Background: an optimization exercise with open tools, aiming at small area, a short achievable clock period and few clock cycles. Do not read the settings as production practice. In this exercise RTL edits were held to simulation tests only and were not proved equivalent to the original. Power is estimated from default activity; no workload was simulated.

Setup of job 3686:
Design MultiCPU, start of the top module:
module MultiCPU(
    input clk,
    input reset,
    input [31:0] Data_in,
    output mem_w,
    output [2:0] RAMCtrl,
    output [31:0] Data_out,
    output [31:0] Addr_out
    );
    reg [31:0] AR;       
    reg [31:0] FA;       
    reg        isdata;   
    reg        mw_r;
    reg [2:0]  rc_r;
    reg [31:0] IR, SK;
    reg [31:0] NPCD;     
    reg        IRV, SKV;
    reg        EV;
    reg [31:0] A, B, ALT;
    reg [31:0] DO;       
    reg        bypA, bypB, bypT;
    reg [4:0]  rdE;
    reg        weE, memE, stE, phE;
    reg [2:0]  modeE;
    reg        subE, sltuE, slE, sraE;
    reg [1:0]  lopE;
    reg [5:0]  rselE;
    reg        brE, predE, jrE, off1E;
    reg [1:0]  brkE;     
    reg [31:0] R;
    reg [4:0]  rdW;
    reg        weW;
    assign Addr_out = AR;
    assign mem_w    = mw_r;
    assign RAMCtrl  = rc_r;
    assign Data_out = DO;
    wire [31:0] ea = bypA ? R : A;
    wire [31:0] eb = bypB ? R : B;
    wire [31:0] res, sum;
    wire eq;
    ALU alu(.A(ea), .B(eb), .ALT(ALT), .sub(subE), .lop(lopE), .sltu(sltuE), .sl(slE),
            .sra(sraE), .rsel(rselE), .res(res), .sum(sum), .eq(eq));
    wire e_stall = EV & memE & ~phE;                  
  ...
Size: roughly 5,500 cells after synthesis, roughly 100 I/O pins.
==> flow/config.mk <==
export PLATFORM = sky130hd
export DESIGN_NAME = MultiCPU
export DESIGN_NICKNAME = MultiCPU
export VERILOG_FILES = /design/flow/design.v
export SDC_FILE = /design/flow/constraint.sdc
export NUM_CORES = 8
export LEC_CHECK = 0
export CAP_MARGIN = 30
export CORE_MARGIN = 2
export CORE_UTILIZATION = 40
export SLEW_MARGIN = 30
export SYNTH_HIERARCHICAL = 1
export SYNTH_MINIMUM_KEEP_SIZE = 0
==> flow/constraint.sdc <==
create_clock -name core_clock -period 13.0 [get_ports {clk}]
set_input_delay 2.6000 -clock core_clock [delete_from_list [all_inputs] [get_ports {clk}]]
set_output_delay 2.6000 -clock core_clock [all_outputs]
set_load 0.01 [all_outputs]
standard.sh (not shown) runs the stock make flow with config.mk's settings and CLKGATE_MAP_FILE= SYNTH_SCRIPT=/design/flow/synth_recipe.tcl, a recipe that flattens the netlist after the stock synthesis.
==> flow/flow/run.sh <==
#!/bin/bash
# Layout flow: the standard flow (standard.sh) with three changes to how the layout
# is made: timing repair aims at a larger setup slack than 0 (so it keeps shortening the
# critical paths), the port buffers are plain buffers instead of delay buffers, and clock
# tree synthesis adds no dummy loads. The clock, its period and the I/O constraints are
# the design's, unchanged.
set -euo pipefail
bash standard.sh synth > synth.log 2>&1
bash standard.sh SETUP_SLACK_MARGIN=8.8 "BUFFER_PORTS_ARGS=-buffer_cell sky130_fd_sc_hd__buf_4" \
  "CTS_ARGS=-sink_clustering_enable -repair_clock_nets -dont_use_dummy_load -buf_list {sky130_fd_sc_hd__clkbuf_4 sky130_fd_sc_hd__clkbuf_8} -root_buf sky130_fd_sc_hd__clkbuf_16" finish > layout.log 2>&1
Testbench counts of job 3686, summed over its fixed seeds: cycles 44,251.
[inputs] job 4255 vs job 3686
--- a/flow/flow/run.sh
+++ b/flow/flow/run.sh
@@ -9,2 +9,2 @@
 bash standard.sh SETUP_SLACK_MARGIN=8.8 "BUFFER_PORTS_ARGS=-buffer_cell sky130_fd_sc_hd__buf_4" \
-  "CTS_ARGS=-sink_clustering_enable -repair_clock_nets -dont_use_dummy_load -buf_list {sky130_fd_sc_hd__clkbuf_4 sky130_fd_sc_hd__clkbuf_8} -root_buf sky130_fd_sc_hd__clkbuf_16" finish > layout.log 2>&1
+  "CTS_ARGS=-sink_clustering_enable -repair_clock_nets -dont_use_dummy_load -buf_list sky130_fd_sc_hd__clkbuf_8 -root_buf sky130_fd_sc_hd__clkbuf_16" finish > layout.log 2>&1
Results
From job 3686 to job 4255, count of maximum capacitance violations did not move at all.
| measured slew at the worst slew-check pin | job 4255 vs job 3686 | ≈ equal |
Compared with job 3686, in job 4255 post-layout worst setup margin held steady; final-layout worst hold slack level; core outline area held; hold buffer count at cts neither gained nor lost much; overall global routing resource usage about even.
In terms of count of boundary I/O pins, job 4255 and job 3686 differ only marginally.
--- input diff job 4255..job 9438 ---
Settings: changing CAP_MARGIN from 30 to 10; changing SLEW_MARGIN from 30 to 10.
--- a/flow/flow/run.sh
+++ b/flow/flow/run.sh
@@ -9,2 +9,2 @@
 bash standard.sh SETUP_SLACK_MARGIN=8.8 "BUFFER_PORTS_ARGS=-buffer_cell sky130_fd_sc_hd__buf_4" \
-  "CTS_ARGS=-sink_clustering_enable -repair_clock_nets -dont_use_dummy_load -buf_list sky130_fd_sc_hd__clkbuf_8 -root_buf sky130_fd_sc_hd__clkbuf_16" finish > layout.log 2>&1
+  "CTS_ARGS=-sink_clustering_enable -repair_clock_nets -dont_use_dummy_load" finish > layout.log 2>&1
[summary]
Sequential share of layout area in job 9438 is 0.43 points below job 4255.
Run comparison: job 9438 path type of the worst setup path input port to flip-flop; job 4255 path type of the worst setup path flip-flop to flip-flop
Setup slack: job 9438 less than job 4255
Changes observed in job 9438 relative to job 4255: number of cells on the worst reg-to-reg path increased by 6 relative to the old numbers, total design power increased by about 2.3% relative to the old numbers, slew at the pin with the worst max-slew slack increased by 0.091 ns relative to the old numbers.

## what the ideal ports hide
Ports are ideal in the flow. The routed layouts listed here were re-timed in OpenROAD. Step 1 assumes that a clkbuf_16 drives the clock port and a buf_2 every other input. Step 2 adds t to the input delays and takes it off the output delays; t is the mean of the earliest and latest rising clock arrival at the registers after step 1. Input paths then give back, and output paths get back, about the clock's delay inside the block. Slacks: no drivers / after step 1 / after step 2; pairs: no drivers / after step 1.
run	shift t [ns]	setup slack, ns	worst data-port slew with drivers (ns)	pins driven straight from the clock port
job 3686	0.885	8.541 / 8.541 / 7.717	0.10	1
job 4255	0.885	8.541 / 8.541 / 7.717	0.10	1
job 9438	0.875	8.534 / 8.534 / 7.700	0.10	1
After both steps every run listed still meets setup and hold. For job 9438, which loses most, drivers alone change the setup slack by 0.000 ns; drivers and shift together by -0.834 ns.
